Context: an optimization exercise on an open-source flow, tuned for small area, a short achievable clock period and few clock cycles. The choices shown serve that exercise and are no tape-out recipe. No functional check of the RTL was part of any run shown here. Power is estimated from default activity; no workload was simulated.

## flow/design.v (module list and top-level ports; edited modules follow where they fit)
// module mod_mult_m_23: 3295 lines
// module mm_fa: 4 lines
// module mm_bpp: 3 lines
// module mm_ha: 4 lines
module mod_mult_m_23 (
  input  wire        clk,
  input  wire        rst,
  input  wire        in_valid,
  input  wire [22:0] input_data0,
  input  wire [22:0] input_data1,
  output wire        out_valid,
  output reg  [22:0] output_data
);
  // ...
==> flow/run.sh <==
#!/bin/bash
# synth_recipe.tcl (not shown) runs the flow's synth.tcl, then flattens the netlist and writes it again
# the make line also repeats each setting of config.mk as NAME=value (left out here)
make -C /OpenROAD-flow-scripts/flow DESIGN_CONFIG=/design/flow/config.mk WORK_HOME=/design/flow/orfs CLKGATE_MAP_FILE= SYNTH_SCRIPT=/design/flow/synth_recipe.tcl finish
==> flow/config.mk <==
export PLATFORM = sky130hd
export DESIGN_NAME = mod_mult_m_23
export DESIGN_NICKNAME = mod_mult_m_23
export VERILOG_FILES = /design/flow/design.v
export SDC_FILE = /design/flow/constraint.sdc
export NUM_CORES = 4
export LEC_CHECK = 0
export CAP_MARGIN = 20
export CORE_MARGIN = 2
export CORE_UTILIZATION = 40
export SETUP_SLACK_MARGIN = 4.2
export SLEW_MARGIN = 20
export SYNTH_HIERARCHICAL = 1
==> flow/constraint.sdc <==
create_clock -name core_clock -period 7.5 [get_ports {clk}]
set_input_delay 1.5000 -clock core_clock [delete_from_list [all_inputs] [get_ports {clk}]]
set_output_delay 1.5000 -clock core_clock [all_outputs]
set_load 0.01 [all_outputs]
==> load_flow_metrics.sql, run 1 <==
INSERT INTO impl_metrics (metric_group, metric, value, unit) VALUES
('outcome', 'status', 'no timing/DRC/antenna violations', ''),
('worst_hold_path', 'worstHoldEndpoint', 'valid_pipe[2]', ''),
('final_layout', 'final_common_cell', 'fa_1', ''),
('floorplan', 'initial_core_util', '40.47', '%'),
('synth', 'synth_edf_count', '0', ''),
('worst_hold_path', 'min_path_type', 'register to register', ''),
('clock_tree', 'cts_inserted_buffers', '34', ''),
('worst_setup_path', 'critical_path.endpoint', 'm1388', ''),
('synth', 'netlist_top_cells_area', 'fa_1 32%, dfxtp_1 24%, a22oi_2 14%, xnor2_1 12%, ha_1 6.5%', ''),
('placement', 'postPlaceCellArea', '23570', 'um^2'),
('final_layout', 'area_of_the_multi_input_gates', '16310', 'um^2'),
('worst_setup_path', 'data_required_time_of_the_worst_path', '7.93', 'ns'),
('worst_setup_path', 'path_buf_inv', '2', ''),
('timing', 'worst_hold_slack', '0.3452', 'ns'),
('synth', 'post_synthesis_share_of_cell_area_spent_on_and_or_nand_and_nor_gates', '3.275', '%'),
('power_and_ir_drop', 'ir_drop', '374.9', 'uV'),
('worst_setup_path', 'worst_path_dominant_cell_family', 'adder cells', ''),
('timing', 'tightestPinTransition', '0.6886', 'ns'),
('floorplan', 'fp.dieH', '237.3', 'um'),
('final_layout', 'finish.utilization', '50.75', '%'),
('synth', 'synth-warning-count', '7', ''),
('floorplan', 'die-area', '56330', 'um^2'),
('worst_setup_path', 'timing.critical_path.mode_cell', 'fa_2', ''),
('route', 'vias', '14750', ''),
('power_and_ir_drop', 'seq_cell_power', '2.90', 'mW'),
('final_layout', 'clock_buffer_count', '40', ''),
('grt', 'number_of_global_route_vias_before_repair', '16110', ''),
('placement', 'post_detail_place_hpwl', '42690', 'um'),
('final_layout', 'register_area', '5578', 'um^2'),
('floorplan', 'io_pins', '73', ''),
('route', 'post-route-drc-count', '0', ''),
('timing', 'timing.max_slew.rel_slack', '53.94', '%');
==> run 2: changes to the inputs <==
--- a/flow/config.mk
+++ b/flow/config.mk
@@ -7,7 +7,7 @@
 export LEC_CHECK = 0
 export CAP_MARGIN = 20
 export CORE_MARGIN = 2
-export CORE_UTILIZATION = 40
+export CORE_UTILIZATION = 55
 export SETUP_SLACK_MARGIN = 4.2
 export SLEW_MARGIN = 20
 export SYNTH_HIERARCHICAL = 1
==> run 2 against run 1 <==
Worst hold slack gained 0.0064 ns. Combinational power is essentially flat. Routed wire length grew 6.0%. Cell area shrank 0.72%. Setup slack lost 0.052 ns. Clock power shrank 12%. Sequential power is essentially flat. Highest routed layer unchanged. Fmax shrank 1.5%. Power is essentially flat. Sequential cell count is the same. Clock skew shrank 0.013 ns.
==> load_flow_metrics.sql, run 2 <==
INSERT INTO impl_metrics (metric_group, metric, value, unit) VALUES
('timing', 'tightestPinTransition', '0.6710', 'ns'),
('route', 'detail_route.first_pass.iterations', '5', ''),
('grt', 'grt_pass1_wl', '105600', 'um'),
('synth', 'synth.distinct_cells', '61', ''),
('final_layout', 'finish.utilization', '69.83', '%'),
('worst_setup_path', 'timing.critical_path.mode_cell', 'fa_2', ''),
('clock_tree', 'clock-sinks', '267', ''),
('timing', 'fin_ws', '3.916', 'ns'),
('synth', 'yosysMostFrequentCell', 'fa_1', ''),
('worst_setup_path', 'max_stage_delay', '0.59', 'ns'),
('worst_setup_path', 'path_buf_inv', '1', ''),
('placement', 'post-place-ws', '3.647', 'ns'),
('timing', 'slew_viol_final', '0', ''),
('placement', 'post_detail_place_hpwl', '42850', 'um'),
('synth', 'synthArstFlopShare', '1.873', '%'),
('power_and_ir_drop', 'power.share.clock', '9.9', '%'),
('placement', 'portBuffers', '72', ''),
('power_and_ir_drop', 'ir_drop', '366.3', 'uV'),
('floorplan', 'die-area', '41210', 'um^2'),
('power_and_ir_drop', 'power_density', '571.6', 'nW/um^2'),
('final_layout', 'net_count_final', '2478', ''),
('final_layout', 'final_common_cell', 'fa_1', ''),
('grt', 'grt_antenna_before_repair', '1', ''),
('timing', 'final-hold-violation-count', '0', ''),
('power_and_ir_drop', 'power_leakage', '10.48', 'nW'),
('power_and_ir_drop', 'p_int', '8.481', 'mW'),
('route', 'ant_nets', '0', ''),
('grt', 'grt.overflow.total', '0', ''),
('synth', 'synth_nets', '2197', ''),
('worst_setup_path', 'type_of_origin_of_the_critical_path', 'register', ''),
('timing', 'fin_tns_setup', '0', 'ns'),
('worst_setup_path', 'worst_path_dominant_cell_family', 'adder cells', ''),
('route', 'wirelength', '73310', 'um'),
('clock_tree', 'clock-root-buffer', 'clkbuf_16', ''),
('synth', 'yosys_register_bits', '267', ''),
('synth', 'netlist_top_cells_area', 'fa_1 32%, dfxtp_1 24%, a22oi_2 14%, xnor2_1 12%, ha_1 6.5%', ''),
('worst_setup_path', 'critPathArrivalTime', '4.07', 'ns'),
('floorplan', 'die_x', '203.0', 'um'),
('grt', 'number_of_global_route_vias_before_repair', '16480', ''),
('final_layout', 'register_area', '5580', 'um^2'),
('outcome', 'status', 'no timing/DRC/antenna violations', ''),
('power_and_ir_drop', 'seqPwrFrac', '18.8', '%'),
('final_layout', 'largest_registers', 'a_r x23, output_data x23', ''),
('clock_tree', 'clk_latency', '0.60', 'ns'),
('worst_hold_path', 'min_path_type', 'register to register', ''),
('synth', 'netlist.area_leader.share', '32.17', '%'),
('route', 'first_iter_violations', '1346', ''),
('route', 'wl_per_cell', '29.23', 'um'),
('power_and_ir_drop', 'p_switching', '7.017', 'mW'),
('synth', 'post_synth_most_frequent_cells', '350 x fa_1, 290 x xnor2_1, 262 x dfxtp_1, 242 x a22oi_2, 125 x inv_1', ''),
('clock_tree', 'path_clk_slew', '0.07', 'ns'),
('timing', 'timing.max_slew.rel_slack', '54.85', '%'),
('clock_tree', 'tritoncts_clock_tree', 'done', ''),
('placement', 'gpl.final_weighted_congestion', '0.9013', ''),
('floorplan', 'placeableCoreArea', '38830', 'um^2'),
('worst_setup_path', 'critPathMaxFanout', '5', ''),
('synth', 'post_synth.cell_area_avg', '12.93', 'um^2'),
('clock_tree', 'cts-root-to-sink-buffers', '3', ''),
('worst_setup_path', 'cp_cell_sequence', 'buf_8 > a22oi_2 > xnor2_1 > fa_1 > fa_2 > fa_2 > fa_2 > fa_2', ''),
('final_layout', 'fillCellCount', '2703', ''),
('timing', 'max_freq', '279.0', 'MHz'),
('clock_tree', 'post_cts_hold_buffer_count', '0', ''),
('synth', 'synth_top_area_cell', 'fa_1', ''),
('timing', 'min_period', '3.584', 'ns'),
('timing', 'setup-violations-final', '0', ''),
('power_and_ir_drop', 'comb_power_share', '71.3', '%'),
('route', 'vias_per_cell', '6.146', ''),
('final_layout', 'drive_gt1_share', '33.72', '%'),
('floorplan', 'initial_core_util', '56.09', '%'),
('floorplan', 'io_pins', '73', ''),
('timing', 'grt_setup_unrepaired', 'true', ''),
('power_and_ir_drop', 'switching_share', '45.28', '%'),
('worst_setup_path', 'crit_slowest_cell', 'fa_2', ''),
('final_layout', 'area_of_the_multi_input_gates', '16420', 'um^2'),
('grt', 'globalRouteTotalUtil', '35.39', '%'),
('synth', 'netlist_area', '21780', 'um^2'),
('run', 'max_cap_viol_count', '0', ''),
('final_layout', 'mostFrequentLayoutCells', '284 x fa_1, 257 x xnor2_1, 242 x a22oi_2', ''),
('clock_tree', 'total_number_of_h_tree_levels', '1', ''),
('worst_setup_path', 'setup.worst_path.end_class', 'register', ''),
('timing', 'timing.clock.skew', '0.01875', 'ns'),
('floorplan', 'fp.dieH', '203.0', 'um'),
('floorplan', 'placementRows', '72', ''),
('synth', 'post_synth_inst_count', '1685', ''),
('synth', 'synth-warning-count', '7', ''),
('clock_tree', 'cts_inserted_buffers', '30', ''),
('worst_setup_path', 'data_required_time_of_the_worst_path', '7.98', 'ns'),
('placement', 'postPlaceCellArea', '23350', 'um^2'),
('final_layout', 'cell_area_after_layout', '27110', 'um^2'),
('timing', 'period_share', '47.79', '%'),
('worst_setup_path', 'worst-setup-path-type', 'register to register', ''),
('synth', 'synth_edf_count', '0', ''),
('final_layout', 'ant_diodes', '0', ''),
('route', 'post-route-drc-count', '0', ''),
('synth', 'synth-main-ff-cell', 'dfxtp_1', ''),
('synth', 'sequential_share_of_the_synthesized_area', '24.66', '%'),
('grt', 'maximum_number_of_pins_on_one_net_before_global_route_repair', '27', ''),
('power_and_ir_drop', 'totalPowerFinal', '15.50', 'mW'),
('route', 'vias', '15410', ''),
('final_layout', 'flow.area_growth_from_synthesis', '24.49', '%'),
('worst_setup_path', 'register_to_register_setup_slack', '3.92', 'ns');
run 2: Yosys stat by module (local to each module, per instance):
module	flops+latches	times used	area, um^2	cells
mm_fa	0	337	20.02	1
mm_ha	0	48	12.51	1
mod_mult_m_23	267	1	9285	816
mm_bpp	0	242	21.27	2
run 2: routing by layer:
metal,vias to the layer above,GRT usage (%),part of all wire (%)
met5,-,0,0
met4,0,19.26,6.9
met3,315,9.406,9.2
met2,929,60.85,49
met1,7798,40.21,35
li1,6372,-,-
run 2: path summary, 6_finish.rpt:
| check | start | to | cells after the start |
|---|---|---|---|
| setup / recovery | a_r[12] | m1382 | 8 |
| hold / removal | valid_pipe[2] | valid_pipe[3] | 0 |
| hold reg to reg | valid_pipe[2] | valid_pipe[3] | 0 |
| min in group asynchronous | rst | valid_pipe[3] | 1 |
| max in group asynchronous | rst | valid_pipe[4] | 1 |
| setup reg to reg | a_r[12] | m1382 | 8 |
run 2: power by group through the flow:
stage | clock network (mW) | logic [mW] | registers [mW]
after floorplan | 0 | 6.96 | 2.80
after global placement | 0 | 9.88 | 3.07
after detailed placement | 0 | 10.2 | 3.08
after CTS | 1.55 | 10.7 | 2.92
after global routing | 1.61 | 12.4 | 2.96
final | 1.53 | 11.1 | 2.91
run 2: kinds of logic (layout without fill, tap and decap cells):
| kind of cell | after synthesis | in the layout | share of synthesized area (%) |
|---|---|---|---|
| mux | 5 | 5 | 0.2355 |
| compound gates | 362 | 362 | 18.04 |
| buf+inv | 135 | 440 | 2.384 |
| flops | 267 | 267 | 24.66 |
| fa+ha+maj | 463 | 463 | 38.66 |
| simple gates | 136 | 136 | 3.275 |
| xor+xnor | 317 | 317 | 12.75 |
run 2: cell type report:
cell class | instances | area share, %
Tap cell | 518 | 2.390
Multi-Input combinational cell | 1283 | 60.57
Clock buffer | 40 | 3.203
Sequential cell | 267 | 20.58
Clock inverter | 16 | 0.6414
Inverter | 125 | 1.731
Timing Repair Buffer | 259 | 10.89
run 2: what timing repair did:
item,in CTS,in global routing
resized for setup,74,86
cloned,0,0
pin swaps,50,67
buffers inserted,139,45
endpoints found under the setup margin,48,58
run 2: through the flow:
stage / instances / hold WS, ns
after floorplan: 1685 / 0.3312
after global placement: 2268 / 0.3350
after detailed placement: 2268 / 0.3380
after CTS: 2463 / 0.3569
after global routing: 2508 / 0.3744
final: 2508 / 0.3516
run 2: worst reg2reg max path, stage by stage, from the launching register on:
cell and delay [ns]:
dfxtp_4 0.42, buf_8 0.17, a22oi_2 0.09, xnor2_1 0.28, fa_1 0.51, fa_2 0.59, fa_2 0.45, fa_2 0.54
fa_2 0.42
==> run 3: changes to the inputs <==
--- a/flow/config.mk
+++ b/flow/config.mk
@@ -7,7 +7,7 @@
 export LEC_CHECK = 0
 export CAP_MARGIN = 20
 export CORE_MARGIN = 2
-export CORE_UTILIZATION = 55
-export SETUP_SLACK_MARGIN = 4.2
+export CORE_UTILIZATION = 50
+export SETUP_SLACK_MARGIN = 4.6
 export SLEW_MARGIN = 20
 export SYNTH_HIERARCHICAL = 1
==> run 3 against run 2 <==
Still clean. First-iteration DRC count grew 2.5%. Cell area grew 4.7%. Routed wire length rose by 4.7%. Worst hold slack lost 0.0021 ns. Clock power is 3% higher. Clock skew rose by 0.028 ns. Global-route usage shrank 1.4 points. Combinational power grew 5%. Fmax shrank 0.29%. Critical endpoint unchanged.
==> load_flow_metrics.sql, run 3 <==
INSERT INTO impl_metrics (metric_group, metric, value, unit) VALUES
('final_layout', 'final_common_cell', 'fa_1', ''),
('floorplan', 'placeableCoreArea', '43080', 'um^2'),
('run', 'max_cap_viol_count', '0', ''),
('placement', 'portBuffers', '72', ''),
('worst_hold_path', 'worstHoldEndpoint', 'valid_pipe[1]', ''),
('synth', 'synth-warning-count', '7', ''),
('power_and_ir_drop', 'switching_share', '44.82', '%'),
('route', 'wl_per_cell', '29.03', 'um'),
('synth', 'netlist_area', '21780', 'um^2'),
('clock_tree', 'clock-sinks', '267', ''),
('power_and_ir_drop', 'p_int', '8.893', 'mW'),
('outcome', 'status', 'no timing/DRC/antenna violations', ''),
('synth', 'netlist.area_leader.share', '32.17', '%'),
('final_layout', 'flow.area_growth_from_synthesis', '30.39', '%'),
('synth', 'sequential_share_of_the_synthesized_area', '24.66', '%'),
('synth', 'synth.distinct_cells', '61', ''),
('worst_setup_path', 'reg2reg_to', 'm1382', ''),
('timing', 'max_freq', '278.2', 'MHz'),
('route', 'post-route-drc-count', '0', ''),
('floorplan', 'io_pins', '73', ''),
('worst_setup_path', 'critPathLaunch', 'be308', ''),
('grt', 'number_of_global_route_vias_before_repair', '16990', ''),
('worst_setup_path', 'type_of_origin_of_the_critical_path', 'register', ''),
('timing', 'timing.clock.skew', '0.04639', 'ns'),
('grt', 'grt_use_met3', '6.119', '%'),
('grt', 'maximum_number_of_pins_on_one_net_before_global_route_repair', '27', ''),
('floorplan', 'initial_core_util', '50.56', '%'),
('grt', 'grt_met1_usage', '39.28', '%'),
('timing', 'min_period', '3.595', 'ns'),
('timing', 'grt_setup_unrepaired', 'true', ''),
('clock_tree', 'cts-root-to-sink-buffers', '3', ''),
('power_and_ir_drop', 'ir_drop', '369.4', 'uV'),
('final_layout', 'net_count_final', '2545', ''),
('power_and_ir_drop', 'power_density', '567.6', 'nW/um^2'),
('worst_setup_path', 'setup.worst_path.end_class', 'register', ''),
('final_layout', 'mostFrequentLayoutCells', '247 x fa_1, 246 x xnor2_1, 242 x a22oi_2', ''),
('timing', 'final-hold-violation-count', '0', ''),
('power_and_ir_drop', 'comb_power_share', '72.3', '%'),
('synth', 'post_synth_most_frequent_cells', '350 x fa_1, 290 x xnor2_1, 262 x dfxtp_1, 242 x a22oi_2, 125 x inv_1', ''),
('clock_tree', 'post_cts_hold_buffer_count', '0', ''),
('grt', 'grt.overflow.total', '0', ''),
('worst_setup_path', 'critPathMaxFanout', '4', ''),
('clock_tree', 'clock-root-buffer', 'clkbuf_16', ''),
('grt', 'grt.busiest_layer', 'met2', ''),
('timing', 'tightestPinTransition', '0.6041', 'ns'),
('timing', 'fin_tns_setup', '0', 'ns'),
('worst_setup_path', 'worst-r2r-cell-count', '8', ''),
('worst_setup_path', 'worst-setup-path-type', 'register to register', ''),
('power_and_ir_drop', 'p_switching', '7.224', 'mW'),
('floorplan', 'placementRows', '76', ''),
('power_and_ir_drop', 'power_leakage', '11.02', 'nW'),
('route', 'vias', '15490', ''),
('final_layout', 'finish.utilization', '65.93', '%'),
('clock_tree', 'tritoncts_clock_tree', 'done', ''),
('route', 'wirelength', '76720', 'um'),
('worst_setup_path', 'data_required_time_of_the_worst_path', '7.99', 'ns'),
('placement', 'post_detail_place_hpwl', '43610', 'um'),
('final_layout', 'drive_gt1_share', '38.92', '%'),
('clock_tree', 'clk_latency', '0.63', 'ns'),
('synth', 'yosys_register_bits', '267', ''),
('clock_tree', 'path_clk_slew', '0.06', 'ns'),
('route', 'vias_per_cell', '5.862', ''),
('worst_hold_path', 'min_path_type', 'register to register', ''),
('clock_tree', 'cts_inserted_buffers', '31', ''),
('synth', 'synth-main-ff-cell', 'dfxtp_1', ''),
('synth', 'synth_nets', '2197', ''),
('final_layout', 'largest_registers', 'a_r x23, output_data x23', ''),
('grt', 'grt_pass1_wl', '109700', 'um'),
('synth', 'synthArstFlopShare', '1.873', '%'),
('synth', 'synth_top_area_cell', 'fa_1', ''),
('grt', 'globalRouteTotalUtil', '33.95', '%'),
('clock_tree', 'total_number_of_h_tree_levels', '1', ''),
('worst_hold_path', 'worstHoldPathCells', '0', ''),
('worst_hold_path', 'hold_start', 'valid_pipe[0]', ''),
('final_layout', 'ant_diodes', '0', ''),
('power_and_ir_drop', 'seqPwrFrac', '18.0', '%'),
('worst_setup_path', 'crit-reg2reg-launch', 'be308', ''),
('synth', 'yosysMostFrequentCell', 'fa_1', ''),
('grt', 'grt_antenna_before_repair', '1', ''),
('floorplan', 'die-area', '45250', 'um^2'),
('synth', 'post_synth_inst_count', '1685', ''),
('floorplan', 'fp.dieH', '212.7', 'um'),
('power_and_ir_drop', 'power.share.clock', '9.8', '%'),
('synth', 'synth_edf_count', '0', ''),
('timing', 'slew_viol_final', '0', ''),
('synth', 'post_synth.cell_area_avg', '12.93', 'um^2'),
('worst_setup_path', 'register_to_register_setup_slack', '3.91', 'ns'),
('timing', 'timing.max_slew.rel_slack', '59.36', '%'),
('timing', 'period_share', '47.93', '%'),
('timing', 'setup-violations-final', '0', ''),
('grt', 'use_met2', '59.11', '%'),
('synth', 'netlist_top_cells_area', 'fa_1 32%, dfxtp_1 24%, a22oi_2 14%, xnor2_1 12%, ha_1 6.5%', ''),
('final_layout', 'fillCellCount', '3197', ''),
('placement', 'gpl.final_weighted_congestion', '0.8959', ''),
('route', 'first_iter_violations', '1379', ''),
('route', 'detail_route.first_pass.iterations', '5', ''),
('route', 'ant_nets', '0', ''),
('worst_setup_path', 'critPathArrivalTime', '4.09', 'ns'),
('floorplan', 'die_x', '212.7', 'um');
-- run 3: cell count changes in the layout (fill, tap and decap cells not counted), sizes merged, moves of 2 or more --
| cell | previous run | this run |
|---|---|---|
| buf | 187 | 251 |
| bufinv | 2 | 4 |
| clkdlybuf4s50 | 72 | 48 |
| clkinv | 11 | 8 |
| clkinvlp | 0 | 3 |
| dlygate4sd2 | 0 | 24 |
-- run 3: metal layers --
metal	routed length (um)	vias up
met4	6281	0
met5	0	-
met3	5645	303
li1	-	6501
met2	37770	807
met1	27030	7883
-- run 3: worst max-delay path: stages, from the launching register on --
cell,delay [ns]
dfxtp_4,0.37
buf_12,0.14
a22oi_2,0.22
xnor2_1,0.18
fa_1,0.50
fa_2,0.59
fa_2,0.44
fa_2,0.56
fa_2,0.46
-- run 3: timing repair --
item | CTS | global route
cloned | 2 | 2
pin swaps | 104 | 104
setup buffers | 184 | 62
resized for setup | 169 | 105
endpoints found under the setup margin | 116 | 93
-- run 3: final cells by class --
| class | instances | area (um^2) | share of cell area, % |
|---|---|---|---|
| flip-flops and latches | 267 | 5597 | 19.71 |
| repair buffers | 324 | 3827 | 13.48 |
| well taps | 585 | 732.0 | 2.577 |
| inverters | 125 | 469.2 | 1.652 |
| clock buffers | 40 | 839.6 | 2.956 |
| multi-input cells | 1284 | 16710 | 58.83 |
| clock inverters | 18 | 226.5 | 0.7975 |
-- run 3: power by group through the flow --
stage	combinational [mW]	sequential, mW	clock (mW)
global placement	10.3	3.08	0
CTS	11.3	2.91	1.60
global route	13.1	2.96	1.66
floorplan	6.98	2.80	0
finish	11.6	2.90	1.57
detailed placement	10.5	3.09	0
-- run 3: worst max path at each step --
stage / to / cells past startpoint / slack, ns
2_1_floorplan: m1392 / 7 / 4.16
3_3_place_gp: m1386 / 7 / 3.79
6_report: m1382 / 8 / 3.91
4_1_cts: m1391 / 8 / 4.02
5_1_grt: m1380 / 8 / 3.88
3_5_place_dp: m1390 / 7 / 3.76
-- run 3: metrics by stage --
step                      hold WS [ns]  setup WS (ns)  std cells  cell area, um^2  power (mW)
after floorplan                 0.3312          4.157       1685            22100       9.781
after global placement          0.3379          3.790       2335            23510       13.33
after detailed placement        0.3397          3.765       2335            23510       13.55
after CTS                       0.3539          4.022       2579            27360       15.84
after global routing            0.3566          3.883       2643            28400       17.67
final                           0.3495          3.905       2643            28400       16.12
-- run 3: cell families (layout without fill, tap and decap cells) --
kind of cell | after synthesis | after routing | share of synthesized area (%)
xor gates and xnor gates | 317 | 317 | 12.75
AOI/OAI and AO/OA | 362 | 363 | 18.04
and+or+nand+nor | 136 | 136 | 3.275
DFF | 267 | 267 | 24.66
adders and majority gates | 463 | 463 | 38.66
buffers and inverters | 135 | 507 | 2.384
muxes | 5 | 5 | 0.2355
-- run 3: Yosys stat by module, one instance, submodules excluded --
module / flops+latches / copies in the design / cells / cell area (um^2)
mod_mult_m_23: 267 / 1 / 816 / 9285
mm_bpp: 0 / 242 / 2 / 21.27
mm_fa: 0 / 337 / 1 / 20.02
mm_ha: 0 / 48 / 1 / 12.51
==> run 4: changes to the inputs <==
--- a/flow/config.mk
+++ b/flow/config.mk
@@ -8,6 +8,6 @@
 export CAP_MARGIN = 20
 export CORE_MARGIN = 2
 export CORE_UTILIZATION = 50
-export SETUP_SLACK_MARGIN = 4.6
+export SETUP_SLACK_MARGIN = 3.8
 export SLEW_MARGIN = 20
 export SYNTH_HIERARCHICAL = 1
==> run 4 against run 3 <==
Critical path type unchanged. Sequential power barely moved. Combinational power down 12%. Synthesized cell count unchanged. Still clean. Setup slack got worse by 0.057 ns. Cell area decreased by 9.5%. Count of clock-buffer cells in the layout rose by 4.
==> load_flow_metrics.sql, run 4 <==
INSERT INTO impl_metrics (metric_group, metric, value, unit) VALUES
('clock_tree', 'cts-root-to-sink-buffers', '3', ''),
('synth', 'synth-main-ff-cell', 'dfxtp_1', ''),
('final_layout', 'mostFrequentLayoutCells', '350 x fa_1, 289 x xnor2_1, 242 x a22oi_2', ''),
('worst_setup_path', 'setup.worst_path.end_class', 'register', ''),
('worst_setup_path', 'data_required_time_of_the_worst_path', '8.02', 'ns'),
('clock_tree', 'tritoncts_clock_tree', 'done', ''),
('grt', 'number_of_global_route_vias_before_repair', '15320', ''),
('synth', 'synth_nets', '2197', ''),
('timing', 'grt_setup_unrepaired', 'true', ''),
('timing', 'period_share', '48.69', '%'),
('synth', 'synthArstFlopShare', '1.873', '%'),
('floorplan', 'initial_core_util', '50.56', '%'),
('power_and_ir_drop', 'switching_share', '44.90', '%'),
('synth', 'post_synth_inst_count', '1685', ''),
('floorplan', 'placeableCoreArea', '43080', 'um^2'),
('route', 'vias_per_cell', '5.813', ''),
('clock_tree', 'cts_inserted_buffers', '31', ''),
('synth', 'synth.distinct_cells', '61', ''),
('synth', 'post_synth_most_frequent_cells', '350 x fa_1, 290 x xnor2_1, 262 x dfxtp_1, 242 x a22oi_2, 125 x inv_1', ''),
('power_and_ir_drop', 'comb_power_share', '69.3', '%'),
('timing', 'fin_ws', '3.848', 'ns'),
('floorplan', 'die-area', '45250', 'um^2'),
('timing', 'worst_hold_slack', '0.3488', 'ns'),
('placement', 'portBuffers', '72', ''),
('grt', 'grt.overflow.total', '0', ''),
('floorplan', 'fp.dieH', '212.7', 'um'),
('placement', 'postPlaceCellArea', '23340', 'um^2'),
('run', 'max_cap_viol_count', '0', ''),
('route', 'post-route-drc-count', '0', ''),
('synth', 'sequential_share_of_the_synthesized_area', '24.66', '%'),
('route', 'detail_route.first_pass.iterations', '5', ''),
('clock_tree', 'clock-root-buffer', 'clkbuf_16', ''),
('grt', 'globalRouteTotalUtil', '29.20', '%'),
('outcome', 'status', 'no timing/DRC/antenna violations', ''),
('synth', 'synth-warning-count', '7', ''),
('power_and_ir_drop', 'p_int', '8.149', 'mW'),
('grt', 'grt_antenna_before_repair', '2', ''),
('worst_hold_path', 'min_path_type', 'register to register', ''),
('timing', 'final-hold-violation-count', '0', ''),
('route', 'wirelength', '66340', 'um'),
('final_layout', 'largest_registers', 'a_r x23, output_data x23', ''),
('route', 'first_iter_violations', '1013', ''),
('placement', 'post-place-ws', '3.349', 'ns'),
('placement', 'post_detail_place_hpwl', '43760', 'um'),
('final_layout', 'flow.area_growth_from_synthesis', '18.04', '%'),
('worst_setup_path', 'worst-setup-path-type', 'register to register', ''),
('worst_setup_path', 'critPathArrivalTime', '4.18', 'ns'),
('worst_setup_path', 'type_of_origin_of_the_critical_path', 'register', ''),
('synth', 'post_synth.cell_area_avg', '12.93', 'um^2'),
('synth', 'yosysMostFrequentCell', 'fa_1', ''),
('clock_tree', 'path_clk_slew', '0.06', 'ns'),
('power_and_ir_drop', 'ir_drop', '374.4', 'uV'),
('power_and_ir_drop', 'p_switching', '6.640', 'mW'),
('timing', 'tightestPinTransition', '1.141', 'ns'),
('timing', 'min_period', '3.652', 'ns'),
('timing', 'timing.max_slew.rel_slack', '23.81', '%'),
('clock_tree', 'total_number_of_h_tree_levels', '1', ''),
('timing', 'timing.clock.skew', '0.02999', 'ns'),
('grt', 'grt_pass1_wl', '96460', 'um'),
('placement', 'gpl.final_weighted_congestion', '0.9066', ''),
('route', 'ant_nets', '0', ''),
('final_layout', 'net_count_final', '2403', ''),
('power_and_ir_drop', 'totalPowerFinal', '14.79', 'mW'),
('floorplan', 'die_x', '212.7', 'um'),
('synth', 'synth_top_area_cell', 'fa_1', ''),
('clock_tree', 'post_cts_hold_buffer_count', '0', ''),
('final_layout', 'cell_area_after_layout', '25710', 'um^2'),
('timing', 'setup-violations-final', '0', ''),
('synth', 'netlist_area', '21780', 'um^2'),
('worst_setup_path', 'critPathMaxFanout', '14', ''),
('timing', 'max_freq', '273.8', 'MHz'),
('route', 'wl_per_cell', '26.56', 'um'),
('grt', 'maximum_number_of_pins_on_one_net_before_global_route_repair', '27', ''),
('synth', 'synth_edf_count', '0', ''),
('synth', 'netlist_top_cells_area', 'fa_1 32%, dfxtp_1 24%, a22oi_2 14%, xnor2_1 12%, ha_1 6.5%', ''),
('power_and_ir_drop', 'seqPwrFrac', '19.8', '%'),
('synth', 'yosys_register_bits', '267', ''),
('floorplan', 'io_pins', '73', ''),
('power_and_ir_drop', 'power_density', '575.2', 'nW/um^2'),
('power_and_ir_drop', 'power.share.clock', '10.9', '%'),
('floorplan', 'placementRows', '76', ''),
('timing', 'slew_viol_final', '0', ''),
('final_layout', 'final_common_cell', 'fa_1', ''),
('clock_tree', 'clk_latency', '0.61', 'ns'),
('final_layout', 'drive_gt1_share', '24.32', '%'),
('synth', 'netlist.area_leader.share', '32.17', '%'),
('power_and_ir_drop', 'power_leakage', '9.822', 'nW'),
('timing', 'fin_tns_setup', '0', 'ns'),
('route', 'vias', '14520', ''),
('clock_tree', 'clock-sinks', '267', '');
run 4: cell types whose count changed in the layout (fill, tap and decap cells not counted), moves of 16 or more:
cell             delta
buf_4              -52
xnor2_2            -41
xnor2_1            +43
buf_12             -40
fa_1              +103
clkdlybuf4s50_1    +24
dfxtp_1            +18
dfxtp_4            -16
fa_2              -103
dlygate4sd2_1      -24
buf_6              -33
run 4: worst paths after layout:
kind	startpoint	end	slack, ns	cells after the start
setup / recovery	be208	m1396	3.85	6
hold / removal	valid_pipe[2]	valid_pipe[3]	0.35	0
max in group asynchronous	rst	valid_pipe[0]	6.20	1
setup reg to reg	be208	m1396	3.85	6
hold reg to reg	valid_pipe[2]	valid_pipe[3]	0.35	0
min in group asynchronous	rst	valid_pipe[4]	1.12	1
run 4: power by group through the flow:
stage | Clock (mW) | Combinational, mW | Sequential, mW
4_1_cts | 1.64 | 10.3 | 2.98
3_5_place_dp | 0 | 10.1 | 3.05
3_3_place_gp | 0 | 9.83 | 3.05
5_1_grt | 1.70 | 11.7 | 2.98
6_report | 1.61 | 10.2 | 2.93
2_1_floorplan | 0 | 7.00 | 2.81
run 4: area by class of cell:
class / instances / area (um^2)
Fill cell: 3552 / 17370
Multi-Input combinational cell: 1283 / 15930
Sequential cell: 267 / 5534
Timing Repair Buffer: 183 / 1964
Clock buffer: 44 / 884.6
Tap cell: 585 / 732.0
Inverter: 125 / 469.2
Clock inverter: 10 / 192.7
Antenna cell: 1 / 2.502
run 4: through the flow:
stage,util (%),cells
floorplan,-,1685
global placement,54.17,2345
detailed placement,54.17,2345
CTS,57.76,2424
global route,59.68,2497
finish,59.68,2498
run 4: layer usage:
layer | wire, um | track usage, % | vias up
met1 | 26440 | 37.39 | 7558
li1 | - | - | 6204
met5 | 11 | 0 | -
met2 | 32100 | 49.36 | 579
met4 | 3330 | 11.94 | 2
met3 | 4447 | 4.883 | 177
run 4: repair_timing:
action                     CTS  global route
setup buffers               25            73
pin swaps                    1             2
resized for setup           47             5
setup endpoints to repair   36            25
run 4: Yosys stat by module, one instance, submodules excluded:
| module | flip-flops and latches | cell area [um^2] | copies in the design | cells |
|---|---|---|---|---|
| mod_mult_m_23 | 267 | 9285 | 1 | 816 |
| mm_bpp | 0 | 21.27 | 242 | 2 |
| mm_fa | 0 | 20.02 | 337 | 1 |
| mm_ha | 0 | 12.51 | 48 | 1 |
run 4: logic make-up (layout without fill, tap and decap cells):
| group | after synthesis | in the layout | synth area share [%] |
|---|---|---|---|
| adder cells (fa/ha/maj) | 463 | 463 | 38.66 |
| AO/OA/AOI/OAI | 362 | 362 | 18.04 |
| XOR/XNOR | 317 | 317 | 12.75 |
| flip-flops | 267 | 267 | 24.66 |
| AND/OR/NAND/NOR | 136 | 136 | 3.275 |
| buffers and inverters | 135 | 362 | 2.384 |
| multiplexers | 5 | 5 | 0.2355 |
| other | 0 | 1 | 0 |
run 4: worst max-delay path, cell delays in order, from the launching register on:
cell	delay (ns)
dfxtp_4	0.59
xnor2_1	0.21
fa_1	0.51
fa_1	0.52
fa_1	0.54
fa_1	0.53
fa_1	0.64
==> run 5: changes to the inputs <==
--- a/flow/config.mk
+++ b/flow/config.mk
@@ -8,6 +8,6 @@
 export CAP_MARGIN = 20
 export CORE_MARGIN = 2
 export CORE_UTILIZATION = 50
-export SETUP_SLACK_MARGIN = 3.8
+export SETUP_SLACK_MARGIN = 3.4
 export SLEW_MARGIN = 20
 export SYNTH_HIERARCHICAL = 1
==> run 5 against run 4 <==
Via count down 4.4%. Cell area shrank 3.9%. Die area did not move. Utilization down 2.3 points. Global-route usage down 1.2 points. Sequential power decreased by 3%. Routed wire length shrank 8.1%. Combinational power hardly changed. Power decreased by 2.7%.
==> load_flow_metrics.sql, run 5 <==
INSERT INTO impl_metrics (metric_group, metric, value, unit) VALUES
('synth', 'yosysMostFrequentCell', 'fa_1', ''),
('worst_hold_path', 'worstHoldEndpoint', 'valid_pipe[4]', ''),
('worst_setup_path', 'setup.worst_path.end_class', 'register', ''),
('floorplan', 'initial_core_util', '50.56', '%'),
('placement', 'post-place-cells', '2390', ''),
('synth', 'post_synth_inst_count', '1685', ''),
('worst_setup_path', 'critPathArrivalTime', '4.42', 'ns'),
('final_layout', 'mostFrequentLayoutCells', '350 x fa_1, 290 x xnor2_1, 250 x dfxtp_1', ''),
('clock_tree', 'cts-root-to-sink-buffers', '3', ''),
('synth', 'synth.distinct_cells', '61', ''),
('route', 'first_iter_violations', '901', ''),
('synth', 'yosys.area_share.xor_xnor', '12.75', '%'),
('outcome', 'status', 'no timing/DRC/antenna violations', ''),
('floorplan', 'die_x', '212.7', 'um'),
('timing', 'period_share', '52.92', '%'),
('timing', 'setup-violations-final', '0', ''),
('timing', 'max_freq', '251.9', 'MHz'),
('route', 'wl_per_cell', '24.90', 'um'),
('worst_setup_path', 'type_of_origin_of_the_critical_path', 'register', ''),
('synth', 'post_synthesis_share_of_cell_area_spent_on_and_or_nand_and_nor_gates', '3.275', '%'),
('synth', 'synth_top_area_cell', 'fa_1', ''),
('clock_tree', 'post_cts_hold_buffer_count', '0', ''),
('grt', 'grt_met1_usage', '36.73', '%'),
('synth', 'post_synth.cell_area_avg', '12.93', 'um^2'),
('grt', 'grt.overflow.total', '0', ''),
('floorplan', 'fp.dieH', '212.7', 'um'),
('synth', 'synth_nets', '2197', ''),
('final_layout', 'finish.utilization', '57.34', '%'),
('placement', 'post_detail_place_hpwl', '44140', 'um'),
('worst_setup_path', 'reg2reg_to', 'm1384', ''),
('synth', 'post_synth_mux_area_share', '0.2355', '%'),
('final_layout', 'final_common_cell', 'fa_1', ''),
('timing', 'min_period', '3.969', 'ns'),
('placement', 'gpl.final_weighted_congestion', '0.8979', ''),
('synth', 'post_synth_most_frequent_cells', '350 x fa_1, 290 x xnor2_1, 262 x dfxtp_1, 242 x a22oi_2, 125 x inv_1', ''),
('final_layout', 'drive_gt1_share', '20.23', '%'),
('power_and_ir_drop', 'ir_drop', '375.1', 'uV'),
('route', 'ant_nets', '0', ''),
('final_layout', 'net_count_final', '2351', ''),
('route', 'vias', '13890', ''),
('timing', 'tightestPinTransition', '0.6272', 'ns'),
('grt', 'grt_antenna_before_repair', '1', ''),
('grt', 'maximum_number_of_pins_on_one_net_before_global_route_repair', '27', ''),
('power_and_ir_drop', 'power_density', '582.7', 'nW/um^2'),
('route', 'wirelength', '60990', 'um'),
('worst_setup_path', 'crit-reg2reg-launch', 'be360', ''),
('timing', 'fin_tns_setup', '0', 'ns'),
('synth', 'synthArstFlopShare', '1.873', '%'),
('final_layout', 'ant_diodes', '0', ''),
('floorplan', 'die-area', '45250', 'um^2'),
('timing', 'slew_viol_final', '0', ''),
('synth', 'synth-warning-count', '7', ''),
('worst_hold_path', 'hold_start', 'valid_pipe[3]', ''),
('timing', 'final-hold-violation-count', '0', ''),
('grt', 'grt_use_met3', '6.545', '%'),
('worst_setup_path', 'critPathMaxFanout', '15', ''),
('clock_tree', 'buffers_inserted_by_post_cts_timing_repair', '0', ''),
('clock_tree', 'cts_inserted_buffers', '31', ''),
('timing', 'timing.clock.skew', '0.009036', 'ns'),
('worst_setup_path', 'worst-r2r-cell-count', '8', ''),
('synth', 'netlist_area', '21780', 'um^2'),
('floorplan', 'placeableCoreArea', '43080', 'um^2'),
('clock_tree', 'clock-root-buffer', 'clkbuf_16', ''),
('power_and_ir_drop', 'power_leakage', '9.377', 'nW'),
('run', 'max_cap_viol_count', '0', ''),
('synth', 'synth_edf_count', '0', ''),
('final_layout', 'largest_registers', 'a_r x23, output_data x23', ''),
('timing', 'timing.max_slew.rel_slack', '58.18', '%'),
('route', 'detail_route.first_pass.iterations', '5', ''),
('clock_tree', 'clock-sinks', '267', ''),
('worst_setup_path', 'data_required_time_of_the_worst_path', '7.95', 'ns');
run 5: cell counts after synthesis:
Identical to the previous run, type by type.
run 5: cells by family after synthesis:
logic type | count (synthesis)
buffers and inverters | 135
AND/OR/NAND/NOR | 136
AO/OA/AOI/OAI | 362
multiplexers | 5
XOR/XNOR | 317
flip-flops | 267
adder cells (fa/ha/maj) | 463
run 5: layout make-up:
type | instances | area (um^2)
fillers | 3598 | 18380
multi-input cells | 1283 | 15900
flip-flops and latches | 267 | 5390
repair buffers | 131 | 1179
clock buffers | 48 | 909.6
well taps | 585 | 732.0
inverters | 125 | 469.2
clock inverters | 10 | 120.1
run 5: worst max-delay path, cell delays in order, from the launching register on:
cell and delay (ns):
dfxtp_2 0.50, buf_4 0.42, a22oi_2 0.10, xnor2_1 0.18, fa_1 0.62, fa_1 0.47
fa_1 0.52, fa_1 0.52, fa_1 0.49
run 5: worst max path at each step:
stage / startpoint / end / slack (ns) / cells past startpoint
final: be360 / m1384 / 3.53 / 8
after global routing: be3 / m1376 / 3.41 / 8
after CTS: y1861 / k0[15] / 3.41 / 14
after detailed placement: be105 / m1392 / 3.25 / 8
after global placement: be359 / m1384 / 3.31 / 8
after floorplan: be2 / m1378 / 3.52 / 7
run 5: through the flow:
stage	worst slack (ns)	instance area, um^2	hold slack [ns]
floorplan	3.517	21780	0.3312
global placement	3.312	23620	0.3360
detailed placement	3.251	23620	0.3388
CTS	3.410	24660	0.3560
global route	3.410	24700	0.3582
finish	3.531	24700	0.3506
run 5: timing repair:
action,in CTS,in global routing
gates cloned,0,0
endpoints found under the setup margin,25,25
gates resized for setup,9,11
run 5: power breakdown:
part / switching [mW] / internal [mW] / leakage, nW
sequential: 0.497 / 2.34 / 2.27
combinational: 5.34 / 4.69 / 6.61
clock: 0.615 / 0.902 / 0.502
run 5: per-layer routing:
metal / part of all wire [%] / wire length, um
met2: 48 / 29240
met5: 0.015 / 9
met1: 42 / 25320
met4: 3.0 / 1838
met3: 7.5 / 4582
run 5: Yosys stat by module (local to each module, per instance):
module,flops+latches,copies in the design,cells
mm_fa,0,337,1
mm_bpp,0,242,2
mod_mult_m_23,267,1,816
mm_ha,0,48,1

[what the ideal ports hide]
In the flow no input, the clock included, has a driving cell. The finished layouts below were timed again as built, in two steps.
Step 1 sets driving cells, clkbuf_16 on the clock port and buf_2 on the other inputs (assumed; they add their load-dependent delay and slew).
Step 2 also shifts input and output timing later by t, the mid clock arrival at the registers, as if the neighbouring blocks saw the same clock.
a / b / c = no drivers / after step 1 / after step 2; a / b = the first two.
| run | t (ns) | slack for setup (ns) | worst register clock-pin slew, ns | worst slew at a driven data input, ns |
|---|---|---|---|---|
| run 1 | 0.607 | 3.968 / 3.968 / 3.968 | 0.06 / 0.06 | 0.05 |
| run 2 | 0.650 | 3.916 / 3.916 / 3.916 | 0.07 / 0.07 | 0.06 |
| run 3 | 0.661 | 3.905 / 3.905 / 3.905 | 0.07 / 0.07 | 0.05 |
| run 4 | 0.661 | 3.848 / 3.848 / 3.848 | 0.07 / 0.07 | 0.06 |
| run 5 | 0.640 | 3.531 / 3.531 / 3.531 | 0.06 / 0.06 | 0.05 |
After both steps setup and hold are still met in every run listed.
